This design comes from an exercise in tuning for small area, a short achievable clock period and few clock cycles per item on the open sky130 flow, not from production work. RTL that was checked went through simulation tests only; none was proved equivalent to the original. Function not checked in runs 2 and 3: the RTL went through the layout flow alone. Power and IR drop assume default switching activity.

## flow/design.v (module list and top-level ports; edited modules follow where they fit)
// module MyDesign: 265 lines
// module booth_tree: 636 lines
// module csa_tree: 263 lines
module MyDesign(
    input logic reset_n,
    input logic clk,
    input logic dut_valid,
    output logic dut_ready,
    output logic dut__tb__sram_input_write_enable,
    output logic [16-1 : 0] dut__tb__sram_input_write_address,
    output logic [32-1 : 0] dut__tb__sram_input_write_data,
    output logic [16-1 : 0] dut__tb__sram_input_read_address,
    input logic [32-1 : 0] tb__dut__sram_input_read_data,
    output logic dut__tb__sram_weight_write_enable,
    output logic [16-1 : 0] dut__tb__sram_weight_write_address,
    output logic [32-1 : 0] dut__tb__sram_weight_write_data,
    output logic [16-1 : 0] dut__tb__sram_weight_read_address,
    input logic [32-1 : 0] tb__dut__sram_weight_read_data,
    output logic dut__tb__sram_result_write_enable,
    output logic [16-1 : 0] dut__tb__sram_result_write_address,
    output logic [32-1 : 0] dut__tb__sram_result_write_data,
    output logic [16-1 : 0] dut__tb__sram_result_read_address,
    input logic [32-1 : 0] tb__dut__sram_result_read_data,
    output logic dut__tb__sram_scratchpad_write_enable,
    output logic [16-1 : 0] dut__tb__sram_scratchpad_write_address,
    output logic [32-1 : 0] dut__tb__sram_scratchpad_write_data,
    output logic [16-1 : 0] dut__tb__sram_scratchpad_read_address,
    input logic [32-1 : 0] tb__dut__sram_scratchpad_read_data
);
  // ...
==> flow/flow/run.sh <==
#!/bin/bash
set -euo pipefail
bash standard.sh SETUP_SLACK_MARGIN=7.5 "BUFFER_PORTS_ARGS=-buffer_cell sky130_fd_sc_hd__buf_1" finish > standard.log 2>&1
==> flow/standard.sh <==
#!/bin/bash
# synth_recipe.tcl (not shown) runs the flow's synth.tcl, then flattens the netlist and writes it again
# the make line also repeats each setting of config.mk as NAME=value (left out here)
make -C /OpenROAD-flow-scripts/flow DESIGN_CONFIG=/design/flow/config.mk WORK_HOME=/design/flow/orfs CLKGATE_MAP_FILE= SYNTH_SCRIPT=/design/flow/synth_recipe.tcl "${@:-finish}"
==> flow/config.mk <==
export PLATFORM = sky130hd
export DESIGN_NAME = MyDesign
export DESIGN_NICKNAME = MyDesign
export VERILOG_FILES = /design/flow/design.v
export SDC_FILE = /design/flow/constraint.sdc
export NUM_CORES = 4
export LEC_CHECK = 0
export ABC_CLOCK_PERIOD_IN_PS = 3500
export CAP_MARGIN = 20
export CORE_MARGIN = 2
export CORE_UTILIZATION = 40
export CTS_CLUSTER_DIAMETER = 100
export CTS_CLUSTER_SIZE = 20
export SLEW_MARGIN = 20
==> flow/constraint.sdc <==
create_clock -name core_clock -period 11.0 [get_ports {clk}]
set_input_delay 2.2000 -clock core_clock [delete_from_list [all_inputs] [get_ports {clk}]]
set_output_delay 2.2000 -clock core_clock [all_outputs]
set_load 0.01 [all_outputs]
==> flow_metrics.tcl, run 1 <==
set metrics [dict create \
    status "timing/DRC/antenna clean" \
    worst_slack_ns 7.54 \
    n_all_buffers 302 \
    synth_mux_area_share_pct 3.41 \
    p_switching_mw 2.91 \
    pre_cts_slack_ns 7.04 \
    finalWirelength_um 70800 \
    worstHoldEndpoint "t3_first" \
    bufAreaShareNonClock_pct 4.12 \
    placement.io_buffers 265 \
    dr.max_layer_used "met4" \
    seqPwrFrac_pct 33.2 \
    route.vias.total 19900 \
    dr_wl_met3_um 4170 \
    period_minus_slack_ns 3.46 \
    finalNonFillerCells 3936 \
    synthXorXnorAreaFrac_pct 12.2 \
    clock-root-buffer "clkbuf_16" \
    worstPathCellList "buf_2" \
    powerSeq_mw 2.43 \
    die_height_um 275 \
    yosysWarnings 1 \
    syn_area_um2 29500 \
    grt_max_degree 68 \
    powerClk_mw 1.07 \
    place.gp.congestion 0.874 \
    crit_fanout 16 \
    switching_share_pct 39.8 \
    worstPathArrival_ns 1.26 \
    rr_worst_depth 7 \
    path_clk_slew_ns 0.09 \
    slowest_stage "dfxtp_4" \
    final_common_cell "dfxtp_1" \
    finalClockSkew_ns 0.0301 \
    top_area_cell_class "multi-input combinational cells" \
    p_int_mw 4.40 \
    met1_usage_pct 26.0 \
]
Testbench counts, summed over its fixed seeds: cycles 307,812, items 48.
==> module MyDesign, before the edit <==
module MyDesign(
    input logic reset_n,
    input logic clk,
    input logic dut_valid,
    output logic dut_ready,
    output logic dut__tb__sram_input_write_enable,
    output logic [16-1 : 0] dut__tb__sram_input_write_address,
    output logic [32-1 : 0] dut__tb__sram_input_write_data,
    output logic [16-1 : 0] dut__tb__sram_input_read_address,
    input logic [32-1 : 0] tb__dut__sram_input_read_data,
    output logic dut__tb__sram_weight_write_enable,
    output logic [16-1 : 0] dut__tb__sram_weight_write_address,
    output logic [32-1 : 0] dut__tb__sram_weight_write_data,
    output logic [16-1 : 0] dut__tb__sram_weight_read_address,
    input logic [32-1 : 0] tb__dut__sram_weight_read_data,
    output logic dut__tb__sram_result_write_enable,
    output logic [16-1 : 0] dut__tb__sram_result_write_address,
    output logic [32-1 : 0] dut__tb__sram_result_write_data,
    output logic [16-1 : 0] dut__tb__sram_result_read_address,
    input logic [32-1 : 0] tb__dut__sram_result_read_data,
    output logic dut__tb__sram_scratchpad_write_enable,
    output logic [16-1 : 0] dut__tb__sram_scratchpad_write_address,
    output logic [32-1 : 0] dut__tb__sram_scratchpad_write_data,
    output logic [16-1 : 0] dut__tb__sram_scratchpad_read_address,
    input logic [32-1 : 0] tb__dut__sram_scratchpad_read_data
);
  logic        w4_we, w4_sp, w4_fin, w4_spv, w4_rowend;
  logic        res_we, sp_we, w_spv, w_rowend, w_final;
  logic [11:0] res_wa;
  logic [9:0]  sp_wa, vt_row;
  logic        ready_r;
  logic        st_wait;       
  logic        st_dims;       
  logic        issuing;       
  logic [2:0]  ph;            
  logic [4:0]  k, c;
  logic [3:0]  r;
  logic [4:0]  kmax, cmax;
  logic [4:0]  dm1, em1;
  logic [3:0]  nm1;
  logic [10:0] a_addr, a_row;
  logic [11:0] b_addr, b_base;
  wire end_k  = (k == kmax);
  wire end_c  = (c == cmax);
  wire end_r  = (r == nm1);
  wire end_ph = end_k & end_c & end_r;
  wire [10:0] a_inc = a_addr + 11'd1;
  wire [11:0] b_inc = b_addr + 12'd1;
  always_ff @(posedge clk) begin
    if (!reset_n) begin
      ready_r <= 1'b1;
      st_wait <= 1'b0;
      st_dims <= 1'b0;
      issuing <= 1'b0;
    end else begin
      st_wait <= 1'b0;
      st_dims <= st_wait;
      if (ready_r && dut_valid) begin
        ready_r <= 1'b0;
        st_wait <= 1'b1;
      end
      if (st_dims)
        issuing <= 1'b1;
      else if (issuing && end_ph && ph == 3'd4)
        issuing <= 1'b0;
      if (w_final)
        ready_r <= 1'b1;
    end
  end
  always_ff @(posedge clk) begin
    if (ready_r) begin
      a_addr <= '0;
      b_addr <= '0;
    end else if (st_dims) begin
      nm1    <= tb__dut__sram_input_read_data[19:16] - 4'd1;
      dm1    <= tb__dut__sram_input_read_data[4:0] - 5'd1;
      em1    <= tb__dut__sram_weight_read_data[4:0] - 5'd1;
      kmax   <= tb__dut__sram_input_read_data[4:0] - 5'd1;
      cmax   <= tb__dut__sram_weight_read_data[4:0] - 5'd1;
      ph     <= 3'd0;
      k      <= '0;
      c      <= '0;
      r      <= '0;
      a_addr <= 11'd1;
      a_row  <= 11'd1;
      b_addr <= 12'd1;
      b_base <= 12'd1;
    end else if (issuing) begin
      if (!end_k) begin
        k      <= k + 5'd1;
        a_addr <= a_inc;
        b_addr <= b_inc;
      end else begin
        k <= '0;
        if (!end_c) begin
          c      <= c + 5'd1;
          a_addr <= a_row;
          b_addr <= b_inc;
        end else begin
          c <= '0;
          if (!end_r) begin
            r      <= r + 4'd1;
            a_addr <= a_inc;
            a_row  <= a_inc;
            b_addr <= b_base;
          end else begin
            r  <= '0;
            ph <= ph + 3'd1;
            case (ph)
              3'd0, 3'd1: begin             
                a_addr <= 11'd1;
                a_row  <= 11'd1;
                b_addr <= b_inc;
                b_base <= b_inc;
              end
              3'd2: begin                   
                a_addr <= '0;
                a_row  <= '0;
                b_addr <= '0;
                b_base <= '0;
                kmax   <= em1;
                cmax   <= {1'b0, nm1};
              end
              default: begin                
                a_addr <= a_inc + {a_inc[9:0], 1'b0};
                a_row  <= a_inc + {a_inc[9:0], 1'b0};
                b_addr <= b_inc;
                b_base <= b_inc;
                kmax   <= {1'b0, nm1};
                cmax   <= em1;
              end
            endcase
          end
        end
      end
    end
  end
  logic       t1_v, t2_v, t3_v;
  logic       t1_src;
  logic       t1_first, t2_first, t3_first;
  logic       t1_last, t2_last, t3_last;
  logic       t1_rowend, t2_rowend, t3_rowend;
  logic       t1_spk, t2_spk, t3_spk;        
  logic       t1_spv, t2_spv, t3_spv;        
  logic       t1_fin, t2_fin, t3_fin;
  always_ff @(posedge clk) begin
    if (!reset_n) begin
      t1_v <= 1'b0; t2_v <= 1'b0; t3_v <= 1'b0;
    end else begin
      t1_v <= issuing; t2_v <= t1_v; t3_v <= t2_v;
    end
  end
  always_ff @(posedge clk) begin
    t1_src    <= (ph == 3'd3) || (ph == 3'd4);
    t1_first  <= (k == 5'd0);
    t1_last   <= end_k;
    t1_rowend <= end_c;
    t1_spk    <= (ph == 3'd1);
    t1_spv    <= (ph == 3'd2);
    t1_fin    <= end_ph && (ph == 3'd4);
    t2_first  <= t1_first;  t3_first  <= t2_first;
    t2_last   <= t1_last;   t3_last   <= t2_last;
    t2_rowend <= t1_rowend; t3_rowend <= t2_rowend;
    t2_spk    <= t1_spk;    t3_spk    <= t2_spk;
    t2_spv    <= t1_spv;    t3_spv    <= t2_spv;
    t2_fin    <= t1_fin;    t3_fin    <= t2_fin;
  end
  logic [31:0] op_a;
  logic [15:0] bt_one, bt_two, bt_neg;
  wire  [31:0] in_b = t1_src ? tb__dut__sram_scratchpad_read_data : tb__dut__sram_weight_read_data;
  always_ff @(posedge clk) begin
    op_a <= t1_src ? tb__dut__sram_result_read_data : tb__dut__sram_input_read_data;
    for (int i = 0; i < 16; i++) begin
      logic [2:0] bits;
      bits      = {in_b[2*i+1], in_b[2*i], (i == 0) ? 1'b0 : in_b[2*i-1]};
      bt_one[i] <= bits[1] ^ bits[0];
      bt_two[i] <= (bits == 3'b100) || (bits == 3'b011);
      bt_neg[i] <= bits[2];
    end
  end
  logic [31:0] r0, r1, r2, r3;
  booth_tree u_booth (
    .op_a(op_a), .one(bt_one), .two(bt_two), .neg(bt_neg),
    .r0(r0), .r1(r1), .r2(r2), .r3(r3)
  );
  logic [31:0] p0, p1, p2, p3;
  always_ff @(posedge clk) begin
    p0 <= r0;
    p1 <= r1;
    p2 <= r2;
    p3 <= r3;
  end
  logic [31:0] acc_s, acc_c, y0, y1;
  csa_tree u_csa (
    .x0(p0), .x1(p1), .x2(p2), .x3(p3),
    .x4(t3_first ? 32'd0 : acc_s), .x5(t3_first ? 32'd0 : acc_c),
    .y0(y0), .y1(y1)
  );
  always_ff @(posedge clk) begin
    acc_s <= y0;
    acc_c <= y1;
  end
  logic [31:0] wdata;
  always_ff @(posedge clk)
    wdata <= acc_s + acc_c;
  always_ff @(posedge clk) begin
    if (!reset_n) begin
      w4_we   <= 1'b0;
      w4_sp   <= 1'b0;
      w4_fin  <= 1'b0;
      res_we  <= 1'b0;
      sp_we   <= 1'b0;
      w_final <= 1'b0;
    end else begin
      w4_we   <= t3_v & t3_last;
      w4_sp   <= t3_v & t3_last & (t3_spk | t3_spv);
      w4_fin  <= t3_v & t3_last & t3_fin;
      res_we  <= w4_we;
      sp_we   <= w4_sp;
      w_final <= w4_fin;
    end
  end
  always_ff @(posedge clk) begin
    w4_spv    <= t3_spv;
    w4_rowend <= t3_rowend;
    w_spv     <= w4_spv;
    w_rowend  <= w4_rowend;
  end
  always_ff @(posedge clk) begin
    if (st_dims) begin
      res_wa <= '0;
      sp_wa  <= '0;
    end else if (res_we) begin
      res_wa <= res_wa + 12'd1;
      if (sp_we) begin
        if (!w_spv) begin
          sp_wa  <= sp_wa + 10'd1;
          vt_row <= sp_wa + 10'd1;
        end else if (w_rowend) begin
          sp_wa  <= vt_row + 10'd1;
          vt_row <= vt_row + 10'd1;
        end else begin
          sp_wa  <= sp_wa + {6'd0, nm1} + 10'd1;
        end
      end
    end
  end
  assign dut_ready = ready_r;
  assign dut__tb__sram_input_write_enable   = 1'b0;
  assign dut__tb__sram_input_write_address  = '0;
  assign dut__tb__sram_input_write_data     = '0;
  assign dut__tb__sram_weight_write_enable  = 1'b0;
  assign dut__tb__sram_weight_write_address = '0;
  assign dut__tb__sram_weight_write_data    = '0;
  assign dut__tb__sram_input_read_address      = {5'd0, a_addr};
  assign dut__tb__sram_result_read_address     = {5'd0, a_addr};
  assign dut__tb__sram_weight_read_address     = {4'd0, b_addr};
  assign dut__tb__sram_scratchpad_read_address = {4'd0, b_addr};
  assign dut__tb__sram_result_write_enable      = res_we;
  assign dut__tb__sram_result_write_address     = {4'd0, res_wa};
  assign dut__tb__sram_result_write_data        = wdata;
  assign dut__tb__sram_scratchpad_write_enable  = sp_we;
  assign dut__tb__sram_scratchpad_write_address = {6'd0, sp_wa};
  assign dut__tb__sram_scratchpad_write_data    = wdata;
endmodule
==> run 2, diff against run 1 <==
--- a/flow/design.v
+++ b/flow/design.v
@@ -63,34 +63,34 @@
         issuing <= 1'b1;
       else if (issuing && end_ph && ph == 3'd4)
         issuing <= 1'b0;
       if (w_final)
         ready_r <= 1'b1;
     end
   end
   always_ff @(posedge clk) begin
-    if (ready_r) begin
+    if (ready_r || st_wait) begin
       a_addr <= '0;
       b_addr <= '0;
     end else if (st_dims) begin
       nm1    <= tb__dut__sram_input_read_data[19:16] - 4'd1;
       dm1    <= tb__dut__sram_input_read_data[4:0] - 5'd1;
       em1    <= tb__dut__sram_weight_read_data[4:0] - 5'd1;
       kmax   <= tb__dut__sram_input_read_data[4:0] - 5'd1;
       cmax   <= tb__dut__sram_weight_read_data[4:0] - 5'd1;
       ph     <= 3'd0;
       k      <= '0;
       c      <= '0;
       r      <= '0;
       a_addr <= 11'd1;
       a_row  <= 11'd1;
       b_addr <= 12'd1;
       b_base <= 12'd1;
-    end else if (issuing) begin
+    end else begin
       if (!end_k) begin
         k      <= k + 5'd1;
         a_addr <= a_inc;
         b_addr <= b_inc;
       end else begin
         k <= '0;
         if (!end_c) begin
           c      <= c + 5'd1;
@@ -543,360 +543,360 @@
   wire pp_14_3 = ((one[14] & op_a[3]) | (two[14] & op_a[2])) ^ neg[14];
   wire pp_15_0 = (one[15] & op_a[0]) ^ neg[15];
   wire pp_15_1 = ((one[15] & op_a[1]) | (two[15] & op_a[0])) ^ neg[15];
   wire s0 = pp_0_24 ^ pp_1_22;
   wire c0 = pp_0_24 & pp_1_22;
   wire s1 = pp_0_25 ^ pp_1_23;
   wire c1 = pp_0_25 & pp_1_23;
   wire s2 = pp_0_26 ^ pp_1_24 ^ pp_2_22;
-  wire c2 = (pp_0_26 & pp_1_24) | (pp_0_26 & pp_2_22) | (pp_1_24 & pp_2_22);
+  wire c2 = (pp_0_26 ^ pp_1_24) ? pp_2_22 : pp_0_26;
   wire s3 = pp_3_20 ^ pp_4_18;
   wire c3 = pp_3_20 & pp_4_18;
   wire s4 = pp_0_27 ^ pp_1_25 ^ pp_2_23;
-  wire c4 = (pp_0_27 & pp_1_25) | (pp_0_27 & pp_2_23) | (pp_1_25 & pp_2_23);
+  wire c4 = (pp_0_27 ^ pp_1_25) ? pp_2_23 : pp_0_27;
   wire s5 = pp_3_21 ^ pp_4_19;
   wire c5 = pp_3_21 & pp_4_19;
   wire s6 = pp_0_28 ^ pp_1_26 ^ pp_2_24;
-  wire c6 = (pp_0_28 & pp_1_26) | (pp_0_28 & pp_2_24) | (pp_1_26 & pp_2_24);
+  wire c6 = (pp_0_28 ^ pp_1_26) ? pp_2_24 : pp_0_28;
   wire s7 = pp_3_22 ^ pp_4_20 ^ pp_5_18;
-  wire c7 = (pp_3_22 & pp_4_20) | (pp_3_22 & pp_5_18) | (pp_4_20 & pp_5_18);
+  wire c7 = (pp_3_22 ^ pp_4_20) ? pp_5_18 : pp_3_22;
   wire s8 = pp_6_16 ^ pp_7_14;
   wire c8 = pp_6_16 & pp_7_14;
   wire s9 = pp_0_29 ^ pp_1_27 ^ pp_2_25;
-  wire c9 = (pp_0_29 & pp_1_27) | (pp_0_29 & pp_2_25) | (pp_1_27 & pp_2_25);
+  wire c9 = (pp_0_29 ^ pp_1_27) ? pp_2_25 : pp_0_29;
   wire s10 = pp_3_23 ^ pp_4_21 ^ pp_5_19;
-  wire c10 = (pp_3_23 & pp_4_21) | (pp_3_23 & pp_5_19) | (pp_4_21 & pp_5_19);
+  wire c10 = (pp_3_23 ^ pp_4_21) ? pp_5_19 : pp_3_23;
   wire s11 = pp_6_17 ^ pp_7_15;
   wire c11 = pp_6_17 & pp_7_15;
   wire s12 = pp_0_30 ^ pp_1_28 ^ pp_2_26;
-  wire c12 = (pp_0_30 & pp_1_28) | (pp_0_30 & pp_2_26) | (pp_1_28 & pp_2_26);
+  wire c12 = (pp_0_30 ^ pp_1_28) ? pp_2_26 : pp_0_30;
   wire s13 = pp_3_24 ^ pp_4_22 ^ pp_5_20;
-  wire c13 = (pp_3_24 & pp_4_22) | (pp_3_24 & pp_5_20) | (pp_4_22 & pp_5_20);
+  wire c13 = (pp_3_24 ^ pp_4_22) ? pp_5_20 : pp_3_24;
   wire s14 = pp_6_18 ^ pp_7_16 ^ pp_8_14;
-  wire c14 = (pp_6_18 & pp_7_16) | (pp_6_18 & pp_8_14) | (pp_7_16 & pp_8_14);
+  wire c14 = (pp_6_18 ^ pp_7_16) ? pp_8_14 : pp_6_18;
   wire s15 = pp_9_12 ^ pp_10_10;
   wire c15 = pp_9_12 & pp_10_10;
   wire s16 = pp_0_31 ^ pp_1_29 ^ pp_2_27;
   wire s17 = pp_3_25 ^ pp_4_23 ^ pp_5_21;
   wire s18 = pp_6_19 ^ pp_7_17 ^ pp_8_15;
   wire s19 = pp_9_13 ^ pp_10_11;
   wire s20 = pp_0_16 ^ pp_1_14;
   wire c20 = pp_0_16 & pp_1_14;
   wire s21 = pp_0_17 ^ pp_1_15;
   wire c21 = pp_0_17 & pp_1_15;
   wire s22 = pp_0_18 ^ pp_1_16 ^ pp_2_14;
-  wire c22 = (pp_0_18 & pp_1_16) | (pp_0_18 & pp_2_14) | (pp_1_16 & pp_2_14);
+  wire c22 = (pp_0_18 ^ pp_1_16) ? pp_2_14 : pp_0_18;
   wire s23 = pp_3_12 ^ pp_4_10;
   wire c23 = pp_3_12 & pp_4_10;
   wire s24 = pp_0_19 ^ pp_1_17 ^ pp_2_15;
-  wire c24 = (pp_0_19 & pp_1_17) | (pp_0_19 & pp_2_15) | (pp_1_17 & pp_2_15);
+  wire c24 = (pp_0_19 ^ pp_1_17) ? pp_2_15 : pp_0_19;
   wire s25 = pp_3_13 ^ pp_4_11;
   wire c25 = pp_3_13 & pp_4_11;
   wire s26 = pp_0_20 ^ pp_1_18 ^ pp_2_16;
-  wire c26 = (pp_0_20 & pp_1_18) | (pp_0_20 & pp_2_16) | (pp_1_18 & pp_2_16);
+  wire c26 = (pp_0_20 ^ pp_1_18) ? pp_2_16 : pp_0_20;
   wire s27 = pp_3_14 ^ pp_4_12 ^ pp_5_10;
-  wire c27 = (pp_3_14 & pp_4_12) | (pp_3_14 & pp_5_10) | (pp_4_12 & pp_5_10);
+  wire c27 = (pp_3_14 ^ pp_4_12) ? pp_5_10 : pp_3_14;
   wire s28 = pp_6_8 ^ pp_7_6;
   wire c28 = pp_6_8 & pp_7_6;
   wire s29 = pp_0_21 ^ pp_1_19 ^ pp_2_17;
-  wire c29 = (pp_0_21 & pp_1_19) | (pp_0_21 & pp_2_17) | (pp_1_19 & pp_2_17);
+  wire c29 = (pp_0_21 ^ pp_1_19) ? pp_2_17 : pp_0_21;
   wire s30 = pp_3_15 ^ pp_4_13 ^ pp_5_11;
-  wire c30 = (pp_3_15 & pp_4_13) | (pp_3_15 & pp_5_11) | (pp_4_13 & pp_5_11);
+  wire c30 = (pp_3_15 ^ pp_4_13) ? pp_5_11 : pp_3_15;
   wire s31 = pp_6_9 ^ pp_7_7;
   wire c31 = pp_6_9 & pp_7_7;
   wire s32 = pp_0_22 ^ pp_1_20 ^ pp_2_18;
-  wire c32 = (pp_0_22 & pp_1_20) | (pp_0_22 & pp_2_18) | (pp_1_20 & pp_2_18);
+  wire c32 = (pp_0_22 ^ pp_1_20) ? pp_2_18 : pp_0_22;
   wire s33 = pp_3_16 ^ pp_4_14 ^ pp_5_12;
-  wire c33 = (pp_3_16 & pp_4_14) | (pp_3_16 & pp_5_12) | (pp_4_14 & pp_5_12);
+  wire c33 = (pp_3_16 ^ pp_4_14) ? pp_5_12 : pp_3_16;
   wire s34 = pp_6_10 ^ pp_7_8 ^ pp_8_6;
-  wire c34 = (pp_6_10 & pp_7_8) | (pp_6_10 & pp_8_6) | (pp_7_8 & pp_8_6);
+  wire c34 = (pp_6_10 ^ pp_7_8) ? pp_8_6 : pp_6_10;
   wire s35 = pp_9_4 ^ pp_10_2;
   wire c35 = pp_9_4 & pp_10_2;
   wire s36 = pp_0_23 ^ pp_1_21 ^ pp_2_19;
-  wire c36 = (pp_0_23 & pp_1_21) | (pp_0_23 & pp_2_19) | (pp_1_21 & pp_2_19);
+  wire c36 = (pp_0_23 ^ pp_1_21) ? pp_2_19 : pp_0_23;
   wire s37 = pp_3_17 ^ pp_4_15 ^ pp_5_13;
-  wire c37 = (pp_3_17 & pp_4_15) | (pp_3_17 & pp_5_13) | (pp_4_15 & pp_5_13);
+  wire c37 = (pp_3_17 ^ pp_4_15) ? pp_5_13 : pp_3_17;
   wire s38 = pp_6_11 ^ pp_7_9 ^ pp_8_7;
-  wire c38 = (pp_6_11 & pp_7_9) | (pp_6_11 & pp_8_7) | (pp_7_9 & pp_8_7);
+  wire c38 = (pp_6_11 ^ pp_7_9) ? pp_8_7 : pp_6_11;
   wire s39 = pp_9_5 ^ pp_10_3;
   wire c39 = pp_9_5 & pp_10_3;
   wire s40 = s0 ^ pp_2_20 ^ pp_3_18;
-  wire c40 = (s0 & pp_2_20) | (s0 & pp_3_18) | (pp_2_20 & pp_3_18);
+  wire c40 = (s0 ^ pp_2_20) ? pp_3_18 : s0;
   wire s41 = pp_4_16 ^ pp_5_14 ^ pp_6_12;
-  wire c41 = (pp_4_16 & pp_5_14) | (pp_4_16 & pp_6_12) | (pp_5_14 & pp_6_12);
+  wire c41 = (pp_4_16 ^ pp_5_14) ? pp_6_12 : pp_4_16;
   wire s42 = pp_7_10 ^ pp_8_8 ^ pp_9_6;
-  wire c42 = (pp_7_10 & pp_8_8) | (pp_7_10 & pp_9_6) | (pp_8_8 & pp_9_6);
+  wire c42 = (pp_7_10 ^ pp_8_8) ? pp_9_6 : pp_7_10;
   wire s43 = pp_10_4 ^ pp_11_2 ^ pp_12_0;
-  wire c43 = (pp_10_4 & pp_11_2) | (pp_10_4 & pp_12_0) | (pp_11_2 & pp_12_0);
+  wire c43 = (pp_10_4 ^ pp_11_2) ? pp_12_0 : pp_10_4;
   wire s44 = s1 ^ pp_2_21 ^ pp_3_19;
-  wire c44 = (s1 & pp_2_21) | (s1 & pp_3_19) | (pp_2_21 & pp_3_19);
+  wire c44 = (s1 ^ pp_2_21) ? pp_3_19 : s1;
   wire s45 = pp_4_17 ^ pp_5_15 ^ pp_6_13;
-  wire c45 = (pp_4_17 & pp_5_15) | (pp_4_17 & pp_6_13) | (pp_5_15 & pp_6_13);
+  wire c45 = (pp_4_17 ^ pp_5_15) ? pp_6_13 : pp_4_17;
   wire s46 = pp_7_11 ^ pp_8_9 ^ pp_9_7;
-  wire c46 = (pp_7_11 & pp_8_9) | (pp_7_11 & pp_9_7) | (pp_8_9 & pp_9_7);
+  wire c46 = (pp_7_11 ^ pp_8_9) ? pp_9_7 : pp_7_11;
   wire s47 = pp_10_5 ^ pp_11_3 ^ pp_12_1;
-  wire c47 = (pp_10_5 & pp_11_3) | (pp_10_5 & pp_12_1) | (pp_11_3 & pp_12_1);
+  wire c47 = (pp_10_5 ^ pp_11_3) ? pp_12_1 : pp_10_5;
   wire s48 = s2 ^ s3 ^ pp_5_16;
-  wire c48 = (s2 & s3) | (s2 & pp_5_16) | (s3 & pp_5_16);
+  wire c48 = (s2 ^ s3) ? pp_5_16 : s2;
   wire s49 = pp_6_14 ^ pp_7_12 ^ pp_8_10;
-  wire c49 = (pp_6_14 & pp_7_12) | (pp_6_14 & pp_8_10) | (pp_7_12 & pp_8_10);
+  wire c49 = (pp_6_14 ^ pp_7_12) ? pp_8_10 : pp_6_14;
   wire s50 = pp_9_8 ^ pp_10_6 ^ pp_11_4;
-  wire c50 = (pp_9_8 & pp_10_6) | (pp_9_8 & pp_11_4) | (pp_10_6 & pp_11_4);
+  wire c50 = (pp_9_8 ^ pp_10_6) ? pp_11_4 : pp_9_8;
   wire s51 = pp_12_2 ^ pp_13_0 ^ neg[13];
-  wire c51 = (pp_12_2 & pp_13_0) | (pp_12_2 & neg[13]) | (pp_13_0 & neg[13]);
+  wire c51 = (pp_12_2 ^ pp_13_0) ? neg[13] : pp_12_2;
   wire s52 = s4 ^ s5 ^ pp_5_17;
-  wire c52 = (s4 & s5) | (s4 & pp_5_17) | (s5 & pp_5_17);
+  wire c52 = (s4 ^ s5) ? pp_5_17 : s4;
   wire s53 = pp_6_15 ^ pp_7_13 ^ pp_8_11;
-  wire c53 = (pp_6_15 & pp_7_13) | (pp_6_15 & pp_8_11) | (pp_7_13 & pp_8_11);
+  wire c53 = (pp_6_15 ^ pp_7_13) ? pp_8_11 : pp_6_15;
   wire s54 = pp_9_9 ^ pp_10_7 ^ pp_11_5;
-  wire c54 = (pp_9_9 & pp_10_7) | (pp_9_9 & pp_11_5) | (pp_10_7 & pp_11_5);
+  wire c54 = (pp_9_9 ^ pp_10_7) ? pp_11_5 : pp_9_9;
   wire s55 = pp_12_3 ^ pp_13_1 ^ c2;
-  wire c55 = (pp_12_3 & pp_13_1) | (pp_12_3 & c2) | (pp_13_1 & c2);
+  wire c55 = (pp_12_3 ^ pp_13_1) ? c2 : pp_12_3;
   wire s56 = s6 ^ s7 ^ s8;
-  wire c56 = (s6 & s7) | (s6 & s8) | (s7 & s8);
+  wire c56 = (s6 ^ s7) ? s8 : s6;
   wire s57 = pp_8_12 ^ pp_9_10 ^ pp_10_8;
-  wire c57 = (pp_8_12 & pp_9_10) | (pp_8_12 & pp_10_8) | (pp_9_10 & pp_10_8);
+  wire c57 = (pp_8_12 ^ pp_9_10) ? pp_10_8 : pp_8_12;
   wire s58 = pp_11_6 ^ pp_12_4 ^ pp_13_2;
-  wire c58 = (pp_11_6 & pp_12_4) | (pp_11_6 & pp_13_2) | (pp_12_4 & pp_13_2);
+  wire c58 = (pp_11_6 ^ pp_12_4) ? pp_13_2 : pp_11_6;
   wire s59 = pp_14_0 ^ neg[14] ^ c4;
-  wire c59 = (pp_14_0 & neg[14]) | (pp_14_0 & c4) | (neg[14] & c4);
+  wire c59 = (pp_14_0 ^ neg[14]) ? c4 : pp_14_0;
   wire s60 = s9 ^ s10 ^ s11;
-  wire c60 = (s9 & s10) | (s9 & s11) | (s10 & s11);
+  wire c60 = (s9 ^ s10) ? s11 : s9;
   wire s61 = pp_8_13 ^ pp_9_11 ^ pp_10_9;
-  wire c61 = (pp_8_13 & pp_9_11) | (pp_8_13 & pp_10_9) | (pp_9_11 & pp_10_9);
+  wire c61 = (pp_8_13 ^ pp_9_11) ? pp_10_9 : pp_8_13;
   wire s62 = pp_11_7 ^ pp_12_5 ^ pp_13_3;
-  wire c62 = (pp_11_7 & pp_12_5) | (pp_11_7 & pp_13_3) | (pp_12_5 & pp_13_3);
+  wire c62 = (pp_11_7 ^ pp_12_5) ? pp_13_3 : pp_11_7;
   wire s63 = pp_14_1 ^ c6 ^ c7;
-  wire c63 = (pp_14_1 & c6) | (pp_14_1 & c7) | (c6 & c7);
+  wire c63 = (pp_14_1 ^ c6) ? c7 : pp_14_1;
   wire s64 = s12 ^ s13 ^ s14;
-  wire c64 = (s12 & s13) | (s12 & s14) | (s13 & s14);
+  wire c64 = (s12 ^ s13) ? s14 : s12;
   wire s65 = s15 ^ pp_11_8 ^ pp_12_6;
-  wire c65 = (s15 & pp_11_8) | (s15 & pp_12_6) | (pp_11_8 & pp_12_6);
+  wire c65 = (s15 ^ pp_11_8) ? pp_12_6 : s15;
   wire s66 = pp_13_4 ^ pp_14_2 ^ pp_15_0;
-  wire c66 = (pp_13_4 & pp_14_2) | (pp_13_4 & pp_15_0) | (pp_14_2 & pp_15_0);
+  wire c66 = (pp_13_4 ^ pp_14_2) ? pp_15_0 : pp_13_4;
   wire s67 = neg[15] ^ c9 ^ c10;
-  wire c67 = (neg[15] & c9) | (neg[15] & c10) | (c9 & c10);
+  wire c67 = (neg[15] ^ c9) ? c10 : neg[15];
   wire s68 = s16 ^ s17 ^ s18;
   wire s69 = s19 ^ pp_11_9 ^ pp_12_7;
   wire s70 = pp_13_5 ^ pp_14_3 ^ pp_15_1;
   wire s71 = c12 ^ c13 ^ c14;
   wire s72 = pp_0_10 ^ pp_1_8;
   wire c72 = pp_0_10 & pp_1_8;
   wire s73 = pp_0_11 ^ pp_1_9;
   wire c73 = pp_0_11 & pp_1_9;
   wire s74 = pp_0_12 ^ pp_1_10 ^ pp_2_8;
-  wire c74 = (pp_0_12 & pp_1_10) | (pp_0_12 & pp_2_8) | (pp_1_10 & pp_2_8);
+  wire c74 = (pp_0_12 ^ pp_1_10) ? pp_2_8 : pp_0_12;
   wire s75 = pp_3_6 ^ pp_4_4;
   wire c75 = pp_3_6 & pp_4_4;
   wire s76 = pp_0_13 ^ pp_1_11 ^ pp_2_9;
-  wire c76 = (pp_0_13 & pp_1_11) | (pp_0_13 & pp_2_9) | (pp_1_11 & pp_2_9);
+  wire c76 = (pp_0_13 ^ pp_1_11) ? pp_2_9 : pp_0_13;
   wire s77 = pp_3_7 ^ pp_4_5;
   wire c77 = pp_3_7 & pp_4_5;
   wire s78 = pp_0_14 ^ pp_1_12 ^ pp_2_10;
-  wire c78 = (pp_0_14 & pp_1_12) | (pp_0_14 & pp_2_10) | (pp_1_12 & pp_2_10);
+  wire c78 = (pp_0_14 ^ pp_1_12) ? pp_2_10 : pp_0_14;
   wire s79 = pp_3_8 ^ pp_4_6 ^ pp_5_4;
-  wire c79 = (pp_3_8 & pp_4_6) | (pp_3_8 & pp_5_4) | (pp_4_6 & pp_5_4);
+  wire c79 = (pp_3_8 ^ pp_4_6) ? pp_5_4 : pp_3_8;
   wire s80 = pp_6_2 ^ pp_7_0;
   wire c80 = pp_6_2 & pp_7_0;
   wire s81 = pp_0_15 ^ pp_1_13 ^ pp_2_11;
-  wire c81 = (pp_0_15 & pp_1_13) | (pp_0_15 & pp_2_11) | (pp_1_13 & pp_2_11);
+  wire c81 = (pp_0_15 ^ pp_1_13) ? pp_2_11 : pp_0_15;
   wire s82 = pp_3_9 ^ pp_4_7 ^ pp_5_5;
-  wire c82 = (pp_3_9 & pp_4_7) | (pp_3_9 & pp_5_5) | (pp_4_7 & pp_5_5);
+  wire c82 = (pp_3_9 ^ pp_4_7) ? pp_5_5 : pp_3_9;
   wire s83 = pp_6_3 ^ pp_7_1;
   wire c83 = pp_6_3 & pp_7_1;
   wire s84 = s20 ^ pp_2_12 ^ pp_3_10;
-  wire c84 = (s20 & pp_2_12) | (s20 & pp_3_10) | (pp_2_12 & pp_3_10);
+  wire c84 = (s20 ^ pp_2_12) ? pp_3_10 : s20;
   wire s85 = pp_4_8 ^ pp_5_6 ^ pp_6_4;
-  wire c85 = (pp_4_8 & pp_5_6) | (pp_4_8 & pp_6_4) | (pp_5_6 & pp_6_4);
+  wire c85 = (pp_4_8 ^ pp_5_6) ? pp_6_4 : pp_4_8;
   wire s86 = pp_7_2 ^ pp_8_0 ^ neg[8];
-  wire c86 = (pp_7_2 & pp_8_0) | (pp_7_2 & neg[8]) | (pp_8_0 & neg[8]);
+  wire c86 = (pp_7_2 ^ pp_8_0) ? neg[8] : pp_7_2;
   wire s87 = s21 ^ pp_2_13 ^ pp_3_11;
-  wire c87 = (s21 & pp_2_13) | (s21 & pp_3_11) | (pp_2_13 & pp_3_11);
+  wire c87 = (s21 ^ pp_2_13) ? pp_3_11 : s21;
   wire s88 = pp_4_9 ^ pp_5_7 ^ pp_6_5;
-  wire c88 = (pp_4_9 & pp_5_7) | (pp_4_9 & pp_6_5) | (pp_5_7 & pp_6_5);
+  wire c88 = (pp_4_9 ^ pp_5_7) ? pp_6_5 : pp_4_9;
   wire s89 = pp_7_3 ^ pp_8_1 ^ c20;
-  wire c89 = (pp_7_3 & pp_8_1) | (pp_7_3 & c20) | (pp_8_1 & c20);
+  wire c89 = (pp_7_3 ^ pp_8_1) ? c20 : pp_7_3;
   wire s90 = s22 ^ s23 ^ pp_5_8;
-  wire c90 = (s22 & s23) | (s22 & pp_5_8) | (s23 & pp_5_8);
+  wire c90 = (s22 ^ s23) ? pp_5_8 : s22;
   wire s91 = pp_6_6 ^ pp_7_4 ^ pp_8_2;
-  wire c91 = (pp_6_6 & pp_7_4) | (pp_6_6 & pp_8_2) | (pp_7_4 & pp_8_2);
+  wire c91 = (pp_6_6 ^ pp_7_4) ? pp_8_2 : pp_6_6;
   wire s92 = pp_9_0 ^ neg[9] ^ c21;
-  wire c92 = (pp_9_0 & neg[9]) | (pp_9_0 & c21) | (neg[9] & c21);
+  wire c92 = (pp_9_0 ^ neg[9]) ? c21 : pp_9_0;
   wire s93 = s24 ^ s25 ^ pp_5_9;
-  wire c93 = (s24 & s25) | (s24 & pp_5_9) | (s25 & pp_5_9);
+  wire c93 = (s24 ^ s25) ? pp_5_9 : s24;
   wire s94 = pp_6_7 ^ pp_7_5 ^ pp_8_3;
-  wire c94 = (pp_6_7 & pp_7_5) | (pp_6_7 & pp_8_3) | (pp_7_5 & pp_8_3);
+  wire c94 = (pp_6_7 ^ pp_7_5) ? pp_8_3 : pp_6_7;
   wire s95 = pp_9_1 ^ c22 ^ c23;
-  wire c95 = (pp_9_1 & c22) | (pp_9_1 & c23) | (c22 & c23);
+  wire c95 = (pp_9_1 ^ c22) ? c23 : pp_9_1;
   wire s96 = s26 ^ s27 ^ s28;
-  wire c96 = (s26 & s27) | (s26 & s28) | (s27 & s28);
+  wire c96 = (s26 ^ s27) ? s28 : s26;
   wire s97 = pp_8_4 ^ pp_9_2 ^ pp_10_0;
-  wire c97 = (pp_8_4 & pp_9_2) | (pp_8_4 & pp_10_0) | (pp_9_2 & pp_10_0);
+  wire c97 = (pp_8_4 ^ pp_9_2) ? pp_10_0 : pp_8_4;
   wire s98 = neg[10] ^ c24 ^ c25;
-  wire c98 = (neg[10] & c24) | (neg[10] & c25) | (c24 & c25);
+  wire c98 = (neg[10] ^ c24) ? c25 : neg[10];
   wire s99 = s29 ^ s30 ^ s31;
-  wire c99 = (s29 & s30) | (s29 & s31) | (s30 & s31);
+  wire c99 = (s29 ^ s30) ? s31 : s29;
   wire s100 = pp_8_5 ^ pp_9_3 ^ pp_10_1;
-  wire c100 = (pp_8_5 & pp_9_3) | (pp_8_5 & pp_10_1) | (pp_9_3 & pp_10_1);
+  wire c100 = (pp_8_5 ^ pp_9_3) ? pp_10_1 : pp_8_5;
   wire s101 = c26 ^ c27 ^ c28;
-  wire c101 = (c26 & c27) | (c26 & c28) | (c27 & c28);
+  wire c101 = (c26 ^ c27) ? c28 : c26;
   wire s102 = s32 ^ s33 ^ s34;
-  wire c102 = (s32 & s33) | (s32 & s34) | (s33 & s34);
+  wire c102 = (s32 ^ s33) ? s34 : s32;
   wire s103 = s35 ^ pp_11_0 ^ neg[11];
-  wire c103 = (s35 & pp_11_0) | (s35 & neg[11]) | (pp_11_0 & neg[11]);
+  wire c103 = (s35 ^ pp_11_0) ? neg[11] : s35;
   wire s104 = c29 ^ c30 ^ c31;
-  wire c104 = (c29 & c30) | (c29 & c31) | (c30 & c31);
+  wire c104 = (c29 ^ c30) ? c31 : c29;
   wire s105 = s36 ^ s37 ^ s38;
-  wire c105 = (s36 & s37) | (s36 & s38) | (s37 & s38);
+  wire c105 = (s36 ^ s37) ? s38 : s36;
   wire s106 = s39 ^ pp_11_1 ^ c32;
-  wire c106 = (s39 & pp_11_1) | (s39 & c32) | (pp_11_1 & c32);
+  wire c106 = (s39 ^ pp_11_1) ? c32 : s39;
   wire s107 = c33 ^ c34 ^ c35;
-  wire c107 = (c33 & c34) | (c33 & c35) | (c34 & c35);
+  wire c107 = (c33 ^ c34) ? c35 : c33;
   wire s108 = s40 ^ s41 ^ s42;
-  wire c108 = (s40 & s41) | (s40 & s42) | (s41 & s42);
+  wire c108 = (s40 ^ s41) ? s42 : s40;
   wire s109 = s43 ^ neg[12] ^ c36;
-  wire c109 = (s43 & neg[12]) | (s43 & c36) | (neg[12] & c36);
+  wire c109 = (s43 ^ neg[12]) ? c36 : s43;
   wire s110 = c37 ^ c38 ^ c39;
-  wire c110 = (c37 & c38) | (c37 & c39) | (c38 & c39);
+  wire c110 = (c37 ^ c38) ? c39 : c37;
   wire s111 = s44 ^ s45 ^ s46;
-  wire c111 = (s44 & s45) | (s44 & s46) | (s45 & s46);
+  wire c111 = (s44 ^ s45) ? s46 : s44;
   wire s112 = s47 ^ c0 ^ c40;
-  wire c112 = (s47 & c0) | (s47 & c40) | (c0 & c40);
+  wire c112 = (s47 ^ c0) ? c40 : s47;
   wire s113 = c41 ^ c42 ^ c43;
-  wire c113 = (c41 & c42) | (c41 & c43) | (c42 & c43);
+  wire c113 = (c41 ^ c42) ? c43 : c41;
   wire s114 = s48 ^ s49 ^ s50;
-  wire c114 = (s48 & s49) | (s48 & s50) | (s49 & s50);
+  wire c114 = (s48 ^ s49) ? s50 : s48;
   wire s115 = s51 ^ c1 ^ c44;
-  wire c115 = (s51 & c1) | (s51 & c44) | (c1 & c44);
+  wire c115 = (s51 ^ c1) ? c44 : s51;
   wire s116 = c45 ^ c46 ^ c47;
-  wire c116 = (c45 & c46) | (c45 & c47) | (c46 & c47);
+  wire c116 = (c45 ^ c46) ? c47 : c45;
   wire s117 = s52 ^ s53 ^ s54;
-  wire c117 = (s52 & s53) | (s52 & s54) | (s53 & s54);
+  wire c117 = (s52 ^ s53) ? s54 : s52;
   wire s118 = s55 ^ c3 ^ c48;
-  wire c118 = (s55 & c3) | (s55 & c48) | (c3 & c48);
+  wire c118 = (s55 ^ c3) ? c48 : s55;
   wire s119 = c49 ^ c50 ^ c51;
-  wire c119 = (c49 & c50) | (c49 & c51) | (c50 & c51);
+  wire c119 = (c49 ^ c50) ? c51 : c49;
   wire s120 = s56 ^ s57 ^ s58;
-  wire c120 = (s56 & s57) | (s56 & s58) | (s57 & s58);
+  wire c120 = (s56 ^ s57) ? s58 : s56;
   wire s121 = s59 ^ c5 ^ c52;
-  wire c121 = (s59 & c5) | (s59 & c52) | (c5 & c52);
+  wire c121 = (s59 ^ c5) ? c52 : s59;
   wire s122 = c53 ^ c54 ^ c55;
-  wire c122 = (c53 & c54) | (c53 & c55) | (c54 & c55);
+  wire c122 = (c53 ^ c54) ? c55 : c53;
   wire s123 = s60 ^ s61 ^ s62;
-  wire c123 = (s60 & s61) | (s60 & s62) | (s61 & s62);
+  wire c123 = (s60 ^ s61) ? s62 : s60;
   wire s124 = s63 ^ c8 ^ c56;
-  wire c124 = (s63 & c8) | (s63 & c56) | (c8 & c56);
+  wire c124 = (s63 ^ c8) ? c56 : s63;
   wire s125 = c57 ^ c58 ^ c59;
-  wire c125 = (c57 & c58) | (c57 & c59) | (c58 & c59);
+  wire c125 = (c57 ^ c58) ? c59 : c57;
   wire s126 = s64 ^ s65 ^ s66;
-  wire c126 = (s64 & s65) | (s64 & s66) | (s65 & s66);
+  wire c126 = (s64 ^ s65) ? s66 : s64;
   wire s127 = s67 ^ c11 ^ c60;
-  wire c127 = (s67 & c11) | (s67 & c60) | (c11 & c60);
+  wire c127 = (s67 ^ c11) ? c60 : s67;
   wire s128 = c61 ^ c62 ^ c63;
-  wire c128 = (c61 & c62) | (c61 & c63) | (c62 & c63);
+  wire c128 = (c61 ^ c62) ? c63 : c61;
   wire s129 = s68 ^ s69 ^ s70;
   wire s130 = s71 ^ c15 ^ c64;
   wire s131 = c65 ^ c66 ^ c67;
   wire s132 = pp_0_6 ^ pp_1_4;
   wire c132 = pp_0_6 & pp_1_4;
   wire s133 = pp_0_7 ^ pp_1_5;
   wire c133 = pp_0_7 & pp_1_5;
   wire s134 = pp_0_8 ^ pp_1_6 ^ pp_2_4;
-  wire c134 = (pp_0_8 & pp_1_6) | (pp_0_8 & pp_2_4) | (pp_1_6 & pp_2_4);
+  wire c134 = (pp_0_8 ^ pp_1_6) ? pp_2_4 : pp_0_8;
   wire s135 = pp_3_2 ^ pp_4_0;
   wire c135 = pp_3_2 & pp_4_0;
   wire s136 = pp_0_9 ^ pp_1_7 ^ pp_2_5;
-  wire c136 = (pp_0_9 & pp_1_7) | (pp_0_9 & pp_2_5) | (pp_1_7 & pp_2_5);
+  wire c136 = (pp_0_9 ^ pp_1_7) ? pp_2_5 : pp_0_9;
   wire s137 = pp_3_3 ^ pp_4_1;
   wire c137 = pp_3_3 & pp_4_1;
   wire s138 = s72 ^ pp_2_6 ^ pp_3_4;
-  wire c138 = (s72 & pp_2_6) | (s72 & pp_3_4) | (pp_2_6 & pp_3_4);
+  wire c138 = (s72 ^ pp_2_6) ? pp_3_4 : s72;
   wire s139 = pp_4_2 ^ pp_5_0 ^ neg[5];
-  wire c139 = (pp_4_2 & pp_5_0) | (pp_4_2 & neg[5]) | (pp_5_0 & neg[5]);
+  wire c139 = (pp_4_2 ^ pp_5_0) ? neg[5] : pp_4_2;
   wire s140 = s73 ^ pp_2_7 ^ pp_3_5;
-  wire c140 = (s73 & pp_2_7) | (s73 & pp_3_5) | (pp_2_7 & pp_3_5);
+  wire c140 = (s73 ^ pp_2_7) ? pp_3_5 : s73;
   wire s141 = pp_4_3 ^ pp_5_1 ^ c72;
-  wire c141 = (pp_4_3 & pp_5_1) | (pp_4_3 & c72) | (pp_5_1 & c72);
+  wire c141 = (pp_4_3 ^ pp_5_1) ? c72 : pp_4_3;
   wire s142 = s74 ^ s75 ^ pp_5_2;
-  wire c142 = (s74 & s75) | (s74 & pp_5_2) | (s75 & pp_5_2);
+  wire c142 = (s74 ^ s75) ? pp_5_2 : s74;
   wire s143 = pp_6_0 ^ neg[6] ^ c73;
-  wire c143 = (pp_6_0 & neg[6]) | (pp_6_0 & c73) | (neg[6] & c73);
+  wire c143 = (pp_6_0 ^ neg[6]) ? c73 : pp_6_0;
   wire s144 = s76 ^ s77 ^ pp_5_3;
-  wire c144 = (s76 & s77) | (s76 & pp_5_3) | (s77 & pp_5_3);
+  wire c144 = (s76 ^ s77) ? pp_5_3 : s76;
   wire s145 = pp_6_1 ^ c74 ^ c75;
-  wire c145 = (pp_6_1 & c74) | (pp_6_1 & c75) | (c74 & c75);
+  wire c145 = (pp_6_1 ^ c74) ? c75 : pp_6_1;
   wire s146 = s78 ^ s79 ^ s80;
-  wire c146 = (s78 & s79) | (s78 & s80) | (s79 & s80);
+  wire c146 = (s78 ^ s79) ? s80 : s78;
   wire s147 = neg[7] ^ c76 ^ c77;
-  wire c147 = (neg[7] & c76) | (neg[7] & c77) | (c76 & c77);
+  wire c147 = (neg[7] ^ c76) ? c77 : neg[7];
   wire s148 = s81 ^ s82 ^ s83;
-  wire c148 = (s81 & s82) | (s81 & s83) | (s82 & s83);
+  wire c148 = (s81 ^ s82) ? s83 : s81;
   wire s149 = c78 ^ c79 ^ c80;
-  wire c149 = (c78 & c79) | (c78 & c80) | (c79 & c80);
+  wire c149 = (c78 ^ c79) ? c80 : c78;
   wire s150 = s84 ^ s85 ^ s86;
-  wire c150 = (s84 & s85) | (s84 & s86) | (s85 & s86);
+  wire c150 = (s84 ^ s85) ? s86 : s84;
   wire s151 = c81 ^ c82 ^ c83;
-  wire c151 = (c81 & c82) | (c81 & c83) | (c82 & c83);
+  wire c151 = (c81 ^ c82) ? c83 : c81;
   wire s152 = s87 ^ s88 ^ s89;
-  wire c152 = (s87 & s88) | (s87 & s89) | (s88 & s89);
+  wire c152 = (s87 ^ s88) ? s89 : s87;
   wire s153 = c84 ^ c85 ^ c86;
-  wire c153 = (c84 & c85) | (c84 & c86) | (c85 & c86);
+  wire c153 = (c84 ^ c85) ? c86 : c84;
   wire s154 = s90 ^ s91 ^ s92;
-  wire c154 = (s90 & s91) | (s90 & s92) | (s91 & s92);
+  wire c154 = (s90 ^ s91) ? s92 : s90;
   wire s155 = c87 ^ c88 ^ c89;
-  wire c155 = (c87 & c88) | (c87 & c89) | (c88 & c89);
+  wire c155 = (c87 ^ c88) ? c89 : c87;
   wire s156 = s93 ^ s94 ^ s95;
-  wire c156 = (s93 & s94) | (s93 & s95) | (s94 & s95);
+  wire c156 = (s93 ^ s94) ? s95 : s93;
   wire s157 = c90 ^ c91 ^ c92;
-  wire c157 = (c90 & c91) | (c90 & c92) | (c91 & c92);
+  wire c157 = (c90 ^ c91) ? c92 : c90;
   wire s158 = s96 ^ s97 ^ s98;
-  wire c158 = (s96 & s97) | (s96 & s98) | (s97 & s98);
+  wire c158 = (s96 ^ s97) ? s98 : s96;
   wire s159 = c93 ^ c94 ^ c95;
-  wire c159 = (c93 & c94) | (c93 & c95) | (c94 & c95);
+  wire c159 = (c93 ^ c94) ? c95 : c93;
   wire s160 = s99 ^ s100 ^ s101;
-  wire c160 = (s99 & s100) | (s99 & s101) | (s100 & s101);
+  wire c160 = (s99 ^ s100) ? s101 : s99;
   wire s161 = c96 ^ c97 ^ c98;
-  wire c161 = (c96 & c97) | (c96 & c98) | (c97 & c98);
+  wire c161 = (c96 ^ c97) ? c98 : c96;
   wire s162 = s102 ^ s103 ^ s104;
-  wire c162 = (s102 & s103) | (s102 & s104) | (s103 & s104);
+  wire c162 = (s102 ^ s103) ? s104 : s102;
   wire s163 = c99 ^ c100 ^ c101;
-  wire c163 = (c99 & c100) | (c99 & c101) | (c100 & c101);
+  wire c163 = (c99 ^ c100) ? c101 : c99;
   wire s164 = s105 ^ s106 ^ s107;
-  wire c164 = (s105 & s106) | (s105 & s107) | (s106 & s107);
+  wire c164 = (s105 ^ s106) ? s107 : s105;
   wire s165 = c102 ^ c103 ^ c104;
-  wire c165 = (c102 & c103) | (c102 & c104) | (c103 & c104);
+  wire c165 = (c102 ^ c103) ? c104 : c102;
   wire s166 = s108 ^ s109 ^ s110;
-  wire c166 = (s108 & s109) | (s108 & s110) | (s109 & s110);
+  wire c166 = (s108 ^ s109) ? s110 : s108;
   wire s167 = c105 ^ c106 ^ c107;
-  wire c167 = (c105 & c106) | (c105 & c107) | (c106 & c107);
+  wire c167 = (c105 ^ c106) ? c107 : c105;
   wire s168 = s111 ^ s112 ^ s113;
-  wire c168 = (s111 & s112) | (s111 & s113) | (s112 & s113);
+  wire c168 = (s111 ^ s112) ? s113 : s111;
   wire s169 = c108 ^ c109 ^ c110;
-  wire c169 = (c108 & c109) | (c108 & c110) | (c109 & c110);
+  wire c169 = (c108 ^ c109) ? c110 : c108;
   wire s170 = s114 ^ s115 ^ s116;
-  wire c170 = (s114 & s115) | (s114 & s116) | (s115 & s116);
+  wire c170 = (s114 ^ s115) ? s116 : s114;
   wire s171 = c111 ^ c112 ^ c113;
-  wire c171 = (c111 & c112) | (c111 & c113) | (c112 & c113);
+  wire c171 = (c111 ^ c112) ? c113 : c111;
   wire s172 = s117 ^ s118 ^ s119;
-  wire c172 = (s117 & s118) | (s117 & s119) | (s118 & s119);
+  wire c172 = (s117 ^ s118) ? s119 : s117;
   wire s173 = c114 ^ c115 ^ c116;
-  wire c173 = (c114 & c115) | (c114 & c116) | (c115 & c116);
+  wire c173 = (c114 ^ c115) ? c116 : c114;
   wire s174 = s120 ^ s121 ^ s122;
-  wire c174 = (s120 & s121) | (s120 & s122) | (s121 & s122);
+  wire c174 = (s120 ^ s121) ? s122 : s120;
   wire s175 = c117 ^ c118 ^ c119;
-  wire c175 = (c117 & c118) | (c117 & c119) | (c118 & c119);
+  wire c175 = (c117 ^ c118) ? c119 : c117;
   wire s176 = s123 ^ s124 ^ s125;
-  wire c176 = (s123 & s124) | (s123 & s125) | (s124 & s125);
+  wire c176 = (s123 ^ s124) ? s125 : s123;
   wire s177 = c120 ^ c121 ^ c122;
-  wire c177 = (c120 & c121) | (c120 & c122) | (c121 & c122);
+  wire c177 = (c120 ^ c121) ? c122 : c120;
   wire s178 = s126 ^ s127 ^ s128;
-  wire c178 = (s126 & s127) | (s126 & s128) | (s127 & s128);
+  wire c178 = (s126 ^ s127) ? s128 : s126;
   wire s179 = c123 ^ c124 ^ c125;
-  wire c179 = (c123 & c124) | (c123 & c125) | (c124 & c125);
+  wire c179 = (c123 ^ c124) ? c125 : c123;
   wire s180 = s129 ^ s130 ^ s131;
   wire s181 = c126 ^ c127 ^ c128;
   assign r0 = {s180, s178, s176, s174, s172, s170, s168, s166, s164, s162, s160, s158, s156, s154, s152, s150, s148, s146, s144, s142, s140, s138, s136, s134, s133, s132, pp_0_5, pp_0_4, pp_0_3, pp_0_2, pp_0_1, pp_0_0};
   assign r1 = {s181, s179, s177, s175, s173, s171, s169, s167, s165, s163, s161, s159, s157, s155, s153, s151, s149, s147, s145, s143, s141, s139, s137, s135, pp_2_3, pp_2_2, pp_1_3, pp_1_2, pp_1_1, pp_1_0, 1'b0, neg[0]};
   assign r2 = {c178, c176, c174, c172, c170, c168, c166, c164, c162, c160, c158, c156, c154, c152, c150, c148, c146, c144, c142, c140, c138, c136, c134, neg[4], pp_3_1, pp_3_0, pp_2_1, pp_2_0, 1'b0, neg[1], 1'b0, 1'b0};
   assign r3 = {c179, c177, c175, c173, c171, c169, c167, c165, c163, c161, c159, c157, c155, c153, c151, c149, c147, c145, c143, c141, c139, c137, c135, c133, c132, neg[3], 1'b0, neg[2], 1'b0, 1'b0, 1'b0, 1'b0};
 endmodule
 module csa_tree (
==> flow_metrics.tcl, run 2 <==
set metrics [dict create \
    status "timing/DRC/antenna clean" \
    worst_slack_ns 7.55 \
    core_area_um2 74400 \
    ys_types 75 \
    clock-root-buffer "clkbuf_16" \
    place_area_um2 30900 \
    drt_first_pass_iters 6 \
    yosysTopAreaCell "dfxtp_1" \
    crit_fanout 8 \
    cp_top_family "flip-flops" \
    use_met2_pct 29.8 \
    final_util_pct 42.8 \
    die_area_um2 77300 \
    worstPathCellList "buf_1" \
    die_w_um 278 \
    grt.busiest_layer "met2" \
    route.vias.total 20800 \
    cts_made_buffers 28 \
    worstPathRequired_ns 8.80 \
    finalWirelength_um 71500 \
    clkSinkCount 444 \
    areaGrowthSynthToFinish_pct 6.02 \
    grt_max_degree 79 \
    final_cell_mix "xnor2_1, dfxtp_1, a22oi_1, buf_1, nor2_1" \
    place.gp.congestion 0.832 \
    clockBufferDepth 3 \
    path_clk_slew_ns 0.09 \
    end_kind "primary output" \
    finalClockSkew_ns 0.0210 \
    drc 0 \
    period_minus_slack_ns 3.45 \
    grt_pass1_wl_um 114000 \
    synth_edf_count 69 \
    first_iter_violations 1209 \
    hold_buffers 0 \
    rsz0062_at_grt "true" \
    fmax_mhz 290 \
    min_path_type "register to register" \
    overflow 0 \
    synth_top_area_share_pct 25.0 \
    p_leak_nw 12.0 \
    die_height_um 278 \
    met1_usage_pct 25.7 \
    fin_area_um2 31800 \
    relSlewSlack_pct 25.4 \
    startpoint_type "register" \
    yosysWarnings 1 \
    drive_gt1_share_pct 6.00 \
    slowest_stage "dfxtp_2" \
    antenna_found_initial 1 \
    yosysMostFrequentCell "xnor2_1" \
    post_synth.cell_area_avg_um2 9.85 \
    wl_per_cell_um 17.4 \
    syn_inst 3050 \
    powerDensity_nw_per_um2 248 \
    synthTopCellsByCount "xnor2_1, dfxtp_1, a22oi_1, buf_4, nor2_1" \
    synth_ff_type "dfxtp_1" \
    hpwl_um 53000 \
    syn_area_um2 30000 \
    viasPerCell 5.04 \
    cap_violations 0 \
    final_nets 3502 \
    finalCritPeriodShare_pct 31.3 \
    grt_pass1_vias 20100 \
    hold_viol 0 \
    fin_setup_tns_ns 0 \
    boundaryPins 392 \
    final_common_cell "xnor2_1" \
    ys_ff_latch 444 \
    ir_drop_mv 0.126 \
    cts_max_level 1 \
    path_class "register to primary output" \
    placement.io_buffers 265 \
    gr-usage-all-layers_pct 18.3 \
    diodes 0 \
    rows 100 \
    critPathBufInv 1 \
    cts_tree "yes" \
    start_util_pct 40.3 \
    drtAntennaViolNets 0 \
    maxSlewViolCount 0 \
    max_stage_delay_ns 0.43 \
    async_flop_share_pct 0 \
    pre_cts_slack_ns 7.43 \
    worstSkewPairLatency_ns 0.60 \
    ys_seq_area_share_pct 31.9 \
    worstPathArrival_ns 1.25 \
    finalNonFillerCells 4121 \
    max_slew.worst_pin.slew_ns 1.12 \
    fillCellCount 7182 \
    synth_area_leaders "dfxtp_1, xnor2_1, fa_1" \
    setup_viol 0 \
    post-place-cells 4075 \
    grt_use_met3_pct 2.16 \
]
run 2: timing repair:
| action | 4_1_cts | 5_1_grt |
|---|---|---|
| setup endpoints to repair | 29 | 29 |
| endpoints found under the hold margin | 0 | 0 |
| resized for setup | 21 | 15 |
| setup buffers | 0 | 0 |
run 2: path summary, 6_finish.rpt:
check / from / to / slack, ns / depth (start not counted)
max: sp_wa[2] / dut__tb__sram_scratchpad_write_address[2] / 7.55 / 1
min: t2_first / t3_first / 0.33 / 0
max reg2reg: k[3] / b_base[0] / 7.76 / 8
min reg2reg: t2_first / t3_first / 0.33 / 0
run 2: power by group:
part	leakage (nW)	internal, mW	total (mW)	switching [mW]
clock network	0.431	0.542	1.13	0.584
logic	7.75	2.07	4.32	2.25
registers	3.77	2.16	2.44	0.278
total	12.0	4.77	7.89	3.11
run 2: layout make-up:
cell class | instances | area, µm² | area share [%]
Clock buffer | 39 | 763 | 2.40
Clock inverter | 7 | 129 | 0.405
Inverter | 96 | 360 | 1.13
Multi-Input combinational cell | 2267 | 18500 | 58.1
Sequential cell | 444 | 9640 | 30.3
Tap cell | 969 | 1210 | 3.81
Timing Repair Buffer | 299 | 1250 | 3.94
run 2: cell families after synthesis:
| group | Yosys count | share of synthesized area (%) |
|---|---|---|
| xor gates and xnor gates | 686 | 20.3 |
| AOI/OAI and AO/OA | 525 | 12.0 |
| and+or+nand+nor | 496 | 7.96 |
| buffers and inverters | 464 | 8.33 |
| DFF | 444 | 31.9 |
| adders and majority gates | 341 | 16.2 |
| muxes | 93 | 3.31 |
| other | 1 | 0.0125 |
run 2: layer usage:
layer / wire length (µm) / vias up
met4: 1660 / 2
met5: 8 / -
met2: 33000 / 557
met1: 33100 / 9904
li1: - / 10200
met3: 3730 / 82
run 2: stage by stage:
step	power, mW	hold WS, ns
3_5_place_dp	6.88	0.312
5_1_grt	8.72	0.338
2_1_floorplan	5.97	0.310
3_3_place_gp	6.81	0.310
4_1_cts	8.04	0.329
6_report	7.89	0.326
run 2: worst reg2reg max path, stage by stage, from the launching register on:
cell and delay [ns]:
edfxtp_1 0.48, xnor2_1 0.17, nand3_1 0.10, nor3_2 0.20
buf_4 0.28, nor2_1 0.13, nor3_4 0.69, nand2_1 0.23
inv_1 0.58
==> run 3, diff against run 2 <==
--- a/flow/config.mk
+++ b/flow/config.mk
@@ -11,4 +11,4 @@
 export CORE_UTILIZATION = 40
-export CTS_CLUSTER_DIAMETER = 100
-export CTS_CLUSTER_SIZE = 20
+export CTS_CLUSTER_DIAMETER = 60
+export CTS_CLUSTER_SIZE = 40
 export SLEW_MARGIN = 20
==> flow_metrics.tcl, run 3 <==
set metrics [dict create \
    boundaryPins 392 \
    finalCritPeriodShare_pct 31.5 \
    die_height_um 278 \
    drive_gt1_share_pct 6.93 \
    path_class "register to primary output" \
    antenna_found_initial 1 \
    ys_types 75 \
    final_nets 3512 \
    critPathBufInv 1 \
    crit_fanout 8 \
    place.gp.congestion 0.832 \
    rsz0062_at_grt "true" \
    areaGrowthSynthToFinish_pct 7.86 \
    setup_viol 0 \
    clkSinkCount 444 \
    syn_area_um2 30000 \
    synth_top_area_share_pct 25.0 \
    worstPathArrival_ns 1.27 \
    synth-compound-area-share_pct 12.0 \
    drtAntennaViolNets 0 \
    synth_edf_count 69 \
    hold_buffers 0 \
    synth_area_leaders "dfxtp_1, xnor2_1, fa_1" \
    cts_made_buffers 38 \
    period_minus_slack_ns 3.47 \
    end_kind "primary output" \
    finalWirelength_um 71400 \
    synth_mux_area_share_pct 3.31 \
    synthTopCellsByCount "xnor2_1, dfxtp_1, a22oi_1, buf_4, nor2_1" \
    yosysTopAreaCell "dfxtp_1" \
    final_common_cell "xnor2_1" \
    worstPathCellList "buf_1" \
    syn_inst 3050 \
    postCtsSetupBuffers 0 \
    slowest_stage "dfxtp_2" \
    viasPerCell 5.03 \
    maxSlewViolCount 0 \
    worstSkewPairLatency_ns 0.60 \
    cp_top_family "flip-flops" \
    post_synth.cell_area_avg_um2 9.85 \
    diodes 0 \
    overflow 0 \
    die_area_um2 77300 \
    grt_pass1_wl_um 114000 \
    max_slew.worst_pin.slew_ns 1.09 \
    drc 0 \
    finalClockSkew_ns 0.0494 \
    synthAdderAreaFrac_pct 16.2 \
    clock-root-buffer "clkbuf_16" \
    final_cell_mix "xnor2_1, dfxtp_1, a22oi_1, buf_1, nor2_1" \
    synthSimpleGateAreaFrac_pct 7.96 \
    synth_top_family_by_area "XOR/XNOR gates" \
    fmax_mhz 289 \
    synthXorXnorAreaFrac_pct 20.3 \
    gr-usage-all-layers_pct 18.4 \
    route.vias.total 20900 \
    startpoint_type "register" \
    max_stage_delay_ns 0.44 \
    clockBufferDepth 3 \
    finalNonFillerCells 4144 \
    ys_ff_latch 444 \
    die_w_um 278 \
    hpwl_um 53000 \
    grt_pass1_vias 20100 \
    async_flop_share_pct 0 \
    hold_viol 0 \
    powerDensity_nw_per_um2 255 \
    cts_max_level 2 \
    cts_tree "yes" \
    wl_per_cell_um 17.2 \
    post-place-cells 4075 \
    fin_setup_tns_ns 0 \
    yosysMostFrequentCell "xnor2_1" \
    cts_resized 18 \
    drt_first_pass_iters 5 \
    worstPathRequired_ns 8.80 \
    min_path_type "register to register" \
    cap_violations 0 \
    relSlewSlack_pct 27.5 \
    rows 100 \
    placement.io_buffers 265 \
    first_iter_violations 1294 \
    ys_seq_area_share_pct 31.9 \
    path_clk_slew_ns 0.10 \
    status "timing/DRC/antenna clean" \
    grt_max_degree 79 \
    ir_drop_mv 0.147 \
    start_util_pct 40.3 \
    synth_ff_type "dfxtp_1" \
    yosysWarnings 1 \
    p_leak_nw 12.2 \
    core_area_um2 74400 \
]
run 3: worst paths after layout:
| path | startpoint | to | slack (ns) | cells after the start |
|---|---|---|---|---|
| max | sp_wa[2] | dut__tb__sram_scratchpad_write_address[2] | 7.53 | 1 |
| min | t1_last | t2_last | 0.33 | 0 |
| max reg2reg | k[3] | b_base[1] | 7.78 | 8 |
| min reg2reg | t1_last | t2_last | 0.33 | 0 |
run 3: metal layers:
metal / track usage [%] / wire length (µm)
met5: 0 / 8
met4: 5.39 / 1920
met3: 2.75 / 3950
met2: 29.5 / 32600
met1: 25.5 / 32900
run 3: power by group:
part,leakage (nW),internal (mW),switching [mW]
clock,0.695,0.744,0.777
combinational,7.75,2.07,2.24
sequential,3.77,2.16,0.278
total,12.2,4.98,3.30
run 3: cell type report:
class,count,area (µm²)
clock inverters,30,494
clock buffers,39,955
well taps,969,1210
repair buffers,299,1250
multi-input cells,2267,18500
fillers,7144,42100
inverters,96,360
flip-flops and latches,444,9630
run 3: logic make-up after synthesis:
group,Yosys count
XOR/XNOR,686
AO/OA/AOI/OAI,525
AND/OR/NAND/NOR,496
buffers and inverters,464
flip-flops,444
adder cells (fa/ha/maj),341
multiplexers,93
other,1
run 3: stage by stage:
stage	hold WS [ns]	power (mW)	utilization, %	setup slack (ns)	cell area (µm²)
final	0.325	8.28	43.5	7.53	32400
after global routing	0.324	9.12	43.5	7.47	32400
after CTS	0.324	8.43	43.4	7.50	32300
after detailed placement	0.312	6.88	41.5	7.43	30900
after global placement	0.310	6.81	41.5	7.50	30900
after floorplan	0.310	5.97	-	7.56	30500

## separate check: timing with driven ports
How much do the figures lean on ideal ports? The routed layouts below were timed once more, with nothing changed but the port constraints.
Step 1 (the two cells are an assumption about what drives the block):
set clk [get_ports {clk}]
set_driving_cell -lib_cell sky130_fd_sc_hd__clkbuf_16 $clk
set_driving_cell -lib_cell sky130_fd_sc_hd__buf_2 [delete_from_list [all_inputs] $clk]
Step 2 adds t to the input delays and takes it off the output delays; t is the mean of the earliest and latest rising clock arrival at the registers after step 1. Input paths then give back, and output paths get back, about the clock's delay inside the block.
Slacks: ideal ports / drivers / drivers and shift; pairs: ideal ports / drivers.
run	t, ns	slack for setup (ns)	hold WS [ns]	latest minus earliest clock arrival (ns)	cell pins on the clock port's net
run 1	0.663	7.538 / 7.472 / 7.460	0.330 / 0.330 / 0.330	0.031 / 0.031	1
run 2	0.657	7.553 / 7.490 / 7.494	0.326 / 0.326 / 0.326	0.022 / 0.022	1
run 3	0.639	7.535 / 7.469 / 7.492	0.325 / 0.325 / 0.325	0.050 / 0.049	1
After both steps every run listed still meets setup and hold. For run 1, which loses most, drivers alone change the setup slack by -0.066 ns; drivers and shift together by -0.078 ns.
